From an optimization exercise on the open Yosys and OpenROAD flow, aimed at small area; shortcuts taken in it are not production practice. RTL that was checked went through simulation tests only; none was proved equivalent to the original. Power and IR drop assume default switching activity.

==> flow/design.v <==
`timescale 1ns / 1ps
module ddr_ctrl_top(
    input  wire         ui_clk,
    input  wire         rst,
    input  wire         wr_start,
    input  wire [255:0] wr_ddr_data,
    output wire         data_req,
    output wire         wr_done,
    input  wire         rd_start,
    output wire         rd_data_vld,
    output wire [255:0] rd_ddr_data,
    output wire         rd_done,
    output wire         ddr_busy,
    input  wire         app_rdy,
    output wire [2:0]   app_cmd,
    output wire         app_en,
    output wire [28:0]  app_addr,
    input  wire         app_wdf_rdy,
    output wire [255:0] app_wdf_data,
    output wire         app_wdf_wren,
    output wire         app_wdf_end,
    output wire [31:0]  app_wdf_mask,
    input  wire [255:0] app_rd_data,
    input  wire         app_rd_data_vld,
    input  wire         app_rd_data_end
);
reg         wx, wren, wen, wdone;
reg         rp, rr, rdone;
reg  [5:0]  wcnt;
reg  [16:0] waddr;
reg  [16:0] raddr;
reg         vld;
reg [255:0] rdata;
wire w_idle  = ~wx & ~wren & ~wen;
wire w_wait  =  wx & ~wren & ~wen;
wire w_first = ~wx &  wren & ~wen;
wire w_cmd   = ~wx &  wen;           
wire r_idle  = ~rp & ~rr;
wire r_wait  =  rp & ~rr;
wire r_cmd   = ~rp &  rr;            
wire arbit   = ~(wren | wen | wdone | rr | rdone);
wire w_inc   = w_cmd & app_rdy;
wire r_inc   = r_cmd & app_rdy;
wire beat    = wren & app_wdf_rdy;
wire end_cmd = w_inc & (&waddr[5:0]);
wire end_dat = beat & (&wcnt);
wire end_rd  = r_inc & (&raddr[5:0]);
wire wr_end  = (end_cmd | (wx & wren)) & (end_dat | ~wren);
function [16:0] step;
    input [16:0] q;
    input        inc;
    reg   [16:0] t;
    integer      i;
    begin
        t[0] = inc;
        for (i = 1; i < 17; i = i + 1) t[i] = t[i-1] & q[i-1];
        step = q ^ t;
        step[15] = q[15] ^ (t[15] & ~q[16]);
        step[16] = q[16] ? ~(t[15]) : t[16];
    end
endfunction
always @(posedge ui_clk) begin
    if (rst) begin
        wx    <= 1'b0;
        wren  <= 1'b0;
        wen   <= 1'b0;
        wdone <= 1'b0;
        rp    <= 1'b0;
        rr    <= 1'b0;
        rdone <= 1'b0;
        wcnt  <= 6'd0;
        waddr <= 17'd0;
        raddr <= 17'd0;
        vld   <= 1'b0;
    end
    else begin
        wx    <= (w_idle & wr_start) | w_wait | (wren & ~end_dat & (wx | end_cmd));
        wren  <= (wx & wen & ~wren) | (wren & ~end_dat);
        wen   <= (w_wait & arbit) | w_first | (w_cmd & ~end_cmd);
        wdone <= wr_end;
        rp    <= ~rr & (rp | rd_start);
        rr    <= (r_wait & arbit & ~w_wait) | (rp & rr) | (r_cmd & ~end_rd);
        rdone <= end_rd;
        wcnt  <= wcnt + {5'd0, beat};
        waddr <= step(waddr, w_inc);
        raddr <= step(raddr, r_inc);
        vld   <= app_rd_data_vld;
    end
end
always @(posedge ui_clk) rdata <= app_rd_data;
assign data_req     = beat;
assign wr_done      = wdone;
assign rd_done      = rdone;
assign rd_data_vld  = vld;
assign rd_ddr_data  = rdata;
assign ddr_busy     = wren | w_cmd | r_cmd;
assign app_en       = w_cmd | r_cmd;
assign app_cmd      = {2'b00, rr};
assign app_addr     = {9'd0, ({17{wen}} & waddr) | ({17{rr}} & raddr), 3'd0};
assign app_wdf_data = wr_ddr_data;
assign app_wdf_wren = wren;
assign app_wdf_end  = wren;
assign app_wdf_mask = 32'd0;
endmodule  
clock: 10.0 ns
lec_check: 0
cap_margin: 20
core_area: 4 4 376 376
die_area: 0 0 380 380
slew_margin: 20
standard.sh (not shown) runs the stock make flow with config.mk's settings and CLKGATE_MAP_FILE= SYNTH_SCRIPT=/design/flow/synth_recipe.tcl, a recipe that flattens the netlist after the stock synthesis.
==> flow/flow/run.sh <==
#!/bin/bash
# Standard ORFS layout, with the port buffers made from the smallest buffer
# cell (sky130_fd_sc_hd__buf_1) instead of the one buffer_ports picks itself,
# and a clock tree of fewer, larger sink clusters without dummy loads.
set -euo pipefail
export BUFFER_PORTS_ARGS="-buffer_cell sky130_fd_sc_hd__buf_1"
export CTS_ARGS="-sink_clustering_enable -repair_clock_nets -dont_use_dummy_load -buf_list sky130_fd_sc_hd__clkbuf_16 -sink_clustering_size 30 -sink_clustering_max_diameter 100"
bash standard.sh > standard_flow.log 2>&1
Edit:
--- a/flow/design.v
+++ b/flow/design.v
@@ -43,21 +43,30 @@
 wire r_inc   = r_cmd & app_rdy;
 wire beat    = wren & app_wdf_rdy;
-wire end_cmd = w_inc & (&waddr[5:0]);
-wire end_dat = beat & (&wcnt);
-wire end_rd  = r_inc & (&raddr[5:0]);
+reg  [17:0] wt, rt;
+reg  [6:0]  ct;
+reg  [16:0] waddr_n, raddr_n;
+reg  [5:0]  wcnt_n;
+integer i;
+always @* begin
+    wt[0] = w_inc;
+    rt[0] = r_inc;
+    ct[0] = beat;
+    for (i = 0; i < 17; i = i + 1) begin
+        wt[i+1] = wt[i] & waddr[i];
+        rt[i+1] = rt[i] & raddr[i];
+    end
+    for (i = 0; i < 6; i = i + 1) ct[i+1] = ct[i] & wcnt[i];
+    waddr_n = waddr ^ wt[16:0];
+    raddr_n = raddr ^ rt[16:0];
+    waddr_n[15] = waddr[15] ^ (wt[15] & ~waddr[16]);
+    raddr_n[15] = raddr[15] ^ (rt[15] & ~raddr[16]);
+    waddr_n[16] = waddr[16] ? ~wt[15] : wt[16];
+    raddr_n[16] = raddr[16] ? ~rt[15] : rt[16];
+    wcnt_n = wcnt ^ ct[5:0];
+end
+wire end_cmd = wt[6];
+wire end_dat = ct[6];
+wire end_rd  = rt[6];
 wire wr_end  = (end_cmd | (wx & wren)) & (end_dat | ~wren);
-function [16:0] step;
-    input [16:0] q;
-    input        inc;
-    reg   [16:0] t;
-    integer      i;
-    begin
-        t[0] = inc;
-        for (i = 1; i < 17; i = i + 1) t[i] = t[i-1] & q[i-1];
-        step = q ^ t;
-        step[15] = q[15] ^ (t[15] & ~q[16]);
-        step[16] = q[16] ? ~(t[15]) : t[16];
-    end
-endfunction
 always @(posedge ui_clk) begin
     if (rst) begin
@@ -82,7 +91,7 @@
         rr    <= (r_wait & arbit & ~w_wait) | (rp & rr) | (r_cmd & ~end_rd);
         rdone <= end_rd;
-        wcnt  <= wcnt + {5'd0, beat};
-        waddr <= step(waddr, w_inc);
-        raddr <= step(raddr, r_inc);
+        wcnt  <= wcnt_n;
+        waddr <= waddr_n;
+        raddr <= raddr_n;
         vld   <= app_rd_data_vld;
     end
Effect: Total power grows slightly; setup slack improved by 0.0062 ns; first-iteration DRC count fell by a quarter to a third; combinational power falls by a few percent; via count decreases slightly; die area is unchanged; final area hardly moves; final cell count barely changes; sequential share of layout area stays flat; routed wire length rose slightly; register-to-register slack improved by 0.11 ns; count of clock-buffer cells in the layout is higher by 2.
The RTL of the first run of this note was laid out without a check of its function.


run M:
RTL: one of the versions met above, not the one the previous note started from.
For scale: about 300 flip-flops, roughly 1100 I/O pins, roughly 0.0095 mm2 of cells after synthesis.
==> module ddr_ctrl_top, before the edit <==
module ddr_ctrl_top(
    input  wire         ui_clk,
    input  wire         rst,
    input  wire         wr_start,
    input  wire [255:0] wr_ddr_data,
    output wire         data_req,
    output wire         wr_done,
    input  wire         rd_start,
    output wire         rd_data_vld,
    output wire [255:0] rd_ddr_data,
    output wire         rd_done,
    output wire         ddr_busy,
    input  wire         app_rdy,
    output wire [2:0]   app_cmd,
    output wire         app_en,
    output wire [28:0]  app_addr,
    input  wire         app_wdf_rdy,
    output wire [255:0] app_wdf_data,
    output wire         app_wdf_wren,
    output wire         app_wdf_end,
    output wire [31:0]  app_wdf_mask,
    input  wire [255:0] app_rd_data,
    input  wire         app_rd_data_vld,
    input  wire         app_rd_data_end
);
reg         wx, wren, wen, wdone;
reg         rp, rr, rdone;
reg  [5:0]  wcnt;
reg  [16:0] waddr;
reg  [16:0] raddr;
reg         vld;
reg [255:0] rdata;
wire w_idle  = ~wx & ~wren & ~wen;
wire w_wait  =  wx & ~wren & ~wen;
wire w_first = ~wx &  wren & ~wen;
wire w_cmd   = ~wx &  wen;           
wire r_idle  = ~rp & ~rr;
wire r_wait  =  rp & ~rr;
wire r_cmd   = ~rp &  rr;            
wire arbit   = ~(wren | wen | wdone | rr | rdone);
wire w_inc   = w_cmd & app_rdy;
wire r_inc   = r_cmd & app_rdy;
wire beat    = wren & app_wdf_rdy;
reg  [17:0] wt, rt;
reg  [6:0]  ct;
reg  [16:0] waddr_n, raddr_n;
reg  [5:0]  wcnt_n;
integer i;
always @* begin
    wt[0] = w_inc;
    rt[0] = r_inc;
    ct[0] = beat;
    for (i = 0; i < 17; i = i + 1) begin
        wt[i+1] = wt[i] & waddr[i];
        rt[i+1] = rt[i] & raddr[i];
    end
    for (i = 0; i < 6; i = i + 1) ct[i+1] = ct[i] & wcnt[i];
    waddr_n = waddr ^ wt[16:0];
    raddr_n = raddr ^ rt[16:0];
    waddr_n[15] = waddr[15] ^ (wt[15] & ~waddr[16]);
    raddr_n[15] = raddr[15] ^ (rt[15] & ~raddr[16]);
    waddr_n[16] = waddr[16] ? ~wt[15] : wt[16];
    raddr_n[16] = raddr[16] ? ~rt[15] : rt[16];
    wcnt_n = wcnt ^ ct[5:0];
end
wire end_cmd = wt[6];
wire end_dat = ct[6];
wire end_rd  = rt[6];
wire wr_end  = (end_cmd | (wx & wren)) & (end_dat | ~wren);
always @(posedge ui_clk) begin
    if (rst) begin
        wx    <= 1'b0;
        wren  <= 1'b0;
        wen   <= 1'b0;
        wdone <= 1'b0;
        rp    <= 1'b0;
        rr    <= 1'b0;
        rdone <= 1'b0;
        wcnt  <= 6'd0;
        waddr <= 17'd0;
        raddr <= 17'd0;
        vld   <= 1'b0;
    end
    else begin
        wx    <= (w_idle & wr_start) | w_wait | (wren & ~end_dat & (wx | end_cmd));
        wren  <= (wx & wen & ~wren) | (wren & ~end_dat);
        wen   <= (w_wait & arbit) | w_first | (w_cmd & ~end_cmd);
        wdone <= wr_end;
        rp    <= ~rr & (rp | rd_start);
        rr    <= (r_wait & arbit & ~w_wait) | (rp & rr) | (r_cmd & ~end_rd);
        rdone <= end_rd;
        wcnt  <= wcnt_n;
        waddr <= waddr_n;
        raddr <= raddr_n;
        vld   <= app_rd_data_vld;
    end
end
always @(posedge ui_clk) rdata <= app_rd_data;
assign data_req     = beat;
assign wr_done      = wdone;
assign rd_done      = rdone;
assign rd_data_vld  = vld;
assign rd_ddr_data  = rdata;
assign ddr_busy     = wren | w_cmd | r_cmd;
assign app_en       = w_cmd | r_cmd;
assign app_cmd      = {2'b00, rr};
assign app_addr     = {9'd0, ({17{wen}} & waddr) | ({17{rr}} & raddr), 3'd0};
assign app_wdf_data = wr_ddr_data;
assign app_wdf_wren = wren;
assign app_wdf_end  = wren;
assign app_wdf_mask = 32'd0;
endmodule  
Settings: LEC_CHECK=0, CAP_MARGIN=20, CORE_AREA=130 130 250 250, DIE_AREA=0 0 380 380, SLEW_MARGIN=20; clock period 10.0 ns.
==> flow/flow/run.sh <==
#!/bin/bash
# Standard ORFS layout, with the port buffers made from the smallest buffer
# cell (sky130_fd_sc_hd__buf_1) instead of the one buffer_ports picks itself,
# and a clock tree of fewer, larger sink clusters without dummy loads
# (clkbuf_4 at the leaves, clkbuf_8 above them).
set -euo pipefail
export BUFFER_PORTS_ARGS="-buffer_cell sky130_fd_sc_hd__buf_1"
export CTS_ARGS="-sink_clustering_enable -repair_clock_nets -dont_use_dummy_load -buf_list sky130_fd_sc_hd__clkbuf_4 -tree_buf sky130_fd_sc_hd__clkbuf_8 -sink_clustering_size 11 -sink_clustering_max_diameter 60"
bash standard.sh > standard_flow.log 2>&1
Edits applied to the flow inputs when going from run M to run A:
--- a/flow/design.v
+++ b/flow/design.v
@@ -28,6 +28,7 @@
 reg         rp, rr, rdone;
 reg  [5:0]  wcnt;
-reg  [16:0] waddr;
-reg  [16:0] raddr;
+reg  [5:0]  cmdc;
+reg  [10:0] whi;
+reg  [10:0] rhi;
 reg         vld;
 reg [255:0] rdata;
@@ -43,29 +44,34 @@
 wire r_inc   = r_cmd & app_rdy;
 wire beat    = wren & app_wdf_rdy;
-reg  [17:0] wt, rt;
-reg  [6:0]  ct;
-reg  [16:0] waddr_n, raddr_n;
-reg  [5:0]  wcnt_n;
+reg  [6:0]  kt, ct;
+reg  [11:0] wt, rt;
+reg  [5:0]  cmdc_n, wcnt_n;
+reg  [10:0] whi_n, rhi_n;
 integer i;
 always @* begin
-    wt[0] = w_inc;
-    rt[0] = r_inc;
+    kt[0] = w_inc | r_inc;
     ct[0] = beat;
-    for (i = 0; i < 17; i = i + 1) begin
-        wt[i+1] = wt[i] & waddr[i];
-        rt[i+1] = rt[i] & raddr[i];
+    for (i = 0; i < 6; i = i + 1) begin
+        kt[i+1] = kt[i] & cmdc[i];
+        ct[i+1] = ct[i] & wcnt[i];
     end
-    for (i = 0; i < 6; i = i + 1) ct[i+1] = ct[i] & wcnt[i];
-    waddr_n = waddr ^ wt[16:0];
-    raddr_n = raddr ^ rt[16:0];
-    waddr_n[15] = waddr[15] ^ (wt[15] & ~waddr[16]);
-    raddr_n[15] = raddr[15] ^ (rt[15] & ~raddr[16]);
-    waddr_n[16] = waddr[16] ? ~wt[15] : wt[16];
-    raddr_n[16] = raddr[16] ? ~rt[15] : rt[16];
+    wt[0] = kt[6] & wen;
+    rt[0] = kt[6] & rr;
+    for (i = 0; i < 11; i = i + 1) begin
+        wt[i+1] = wt[i] & whi[i];
+        rt[i+1] = rt[i] & rhi[i];
+    end
+    cmdc_n = cmdc ^ kt[5:0];
     wcnt_n = wcnt ^ ct[5:0];
+    whi_n = whi ^ wt[10:0];
+    rhi_n = rhi ^ rt[10:0];
+    whi_n[9]  = whi[9] ^ (wt[9] & ~whi[10]);
+    rhi_n[9]  = rhi[9] ^ (rt[9] & ~rhi[10]);
+    whi_n[10] = whi[10] ? ~wt[9] : wt[10];
+    rhi_n[10] = rhi[10] ? ~rt[9] : rt[10];
 end
-wire end_cmd = wt[6];
+wire end_cmd = kt[6] & wen;
 wire end_dat = ct[6];
-wire end_rd  = rt[6];
+wire end_rd  = kt[6] & rr;
 wire wr_end  = (end_cmd | (wx & wren)) & (end_dat | ~wren);
 always @(posedge ui_clk) begin
@@ -79,6 +85,7 @@
         rdone <= 1'b0;
         wcnt  <= 6'd0;
-        waddr <= 17'd0;
-        raddr <= 17'd0;
+        cmdc  <= 6'd0;
+        whi   <= 11'd0;
+        rhi   <= 11'd0;
         vld   <= 1'b0;
     end
@@ -92,6 +99,7 @@
         rdone <= end_rd;
         wcnt  <= wcnt_n;
-        waddr <= waddr_n;
-        raddr <= raddr_n;
+        cmdc  <= cmdc_n;
+        whi   <= whi_n;
+        rhi   <= rhi_n;
         vld   <= app_rd_data_vld;
     end
@@ -106,5 +114,5 @@
 assign app_en       = w_cmd | r_cmd;
 assign app_cmd      = {2'b00, rr};
-assign app_addr     = {9'd0, ({17{wen}} & waddr) | ({17{rr}} & raddr), 3'd0};
+assign app_addr     = {9'd0, ({11{wen}} & whi) | ({11{rr}} & rhi), cmdc, 3'd0};
 assign app_wdf_data = wr_ddr_data;
 assign app_wdf_wren = wren;
==> run notes <==
- | clock network contribution to total cell area | run A vs run M | ≈ equal |
- Run A ended with less fraction of met1 tracks used by global routing than run M.
- Design internal power is higher on run M
- [diff] shortest period the worst path allows, run A relative to run M: improvement
- NOTE global-route wire length before repair run M->run A increased slightly
- Re switching power share of the total: run A is 0.18 points up on run M.
- Run A vs run M — worst-path maximum fanout dropped 1.
- Of run A and run M, the lower overall fraction of global-route tracks in use belongs to run M.
- Relative to run M, final clock period utilization by the worst path decreased by 0.21 points in run A.
- Diff run A and run M: number of antenna diodes higher in run A
- Comparing run A and run M, post-placement cell count is higher on run M.
- From run M to run A the numbers moved as follows: total die area saw little to no change; sequential area share after synthesis +0.97 points; wire length rose by 2900 um.

==> re-timing with driven ports <==
No port has a modelled driver above. Below, the same layouts with a new extraction and two added sets of constraints. Step 1 sets driving cells, clkbuf_16 on the clock port and buf_2 on the other inputs (assumed; they add their load-dependent delay and slew). Step 2, shift: input delay + t, output delay - t, t = (earliest + latest rising clock arrival at the registers) / 2. This alone moves slack from input paths to output paths. Slacks: ideal ports / drivers / drivers and shift; pairs: ideal ports / drivers.
| run | t (ns) | setup slack, ns | clock arrival spread, ns | worst data-port slew with drivers (ns) |
|---|---|---|---|---|
| the first run of note 1 | 0.653 | 5.072 / 5.086 / 4.433 | 0.070 / 0.070 | 0.37 |
| the second run of note 1 | 0.665 | 5.078 / 5.119 / 4.454 | 0.148 / 0.149 | 0.24 |
| run M | 0.698 | 5.046 / 5.039 / 4.341 | 0.087 / 0.087 | 0.41 |
| run A | 0.708 | 5.067 / 5.005 / 4.297 | 0.070 / 0.070 | 0.41 |
After both steps every run listed still meets setup and hold. The setup slack of run A, which loses most, moves by -0.062 ns with the drivers and by -0.770 ns with both steps.
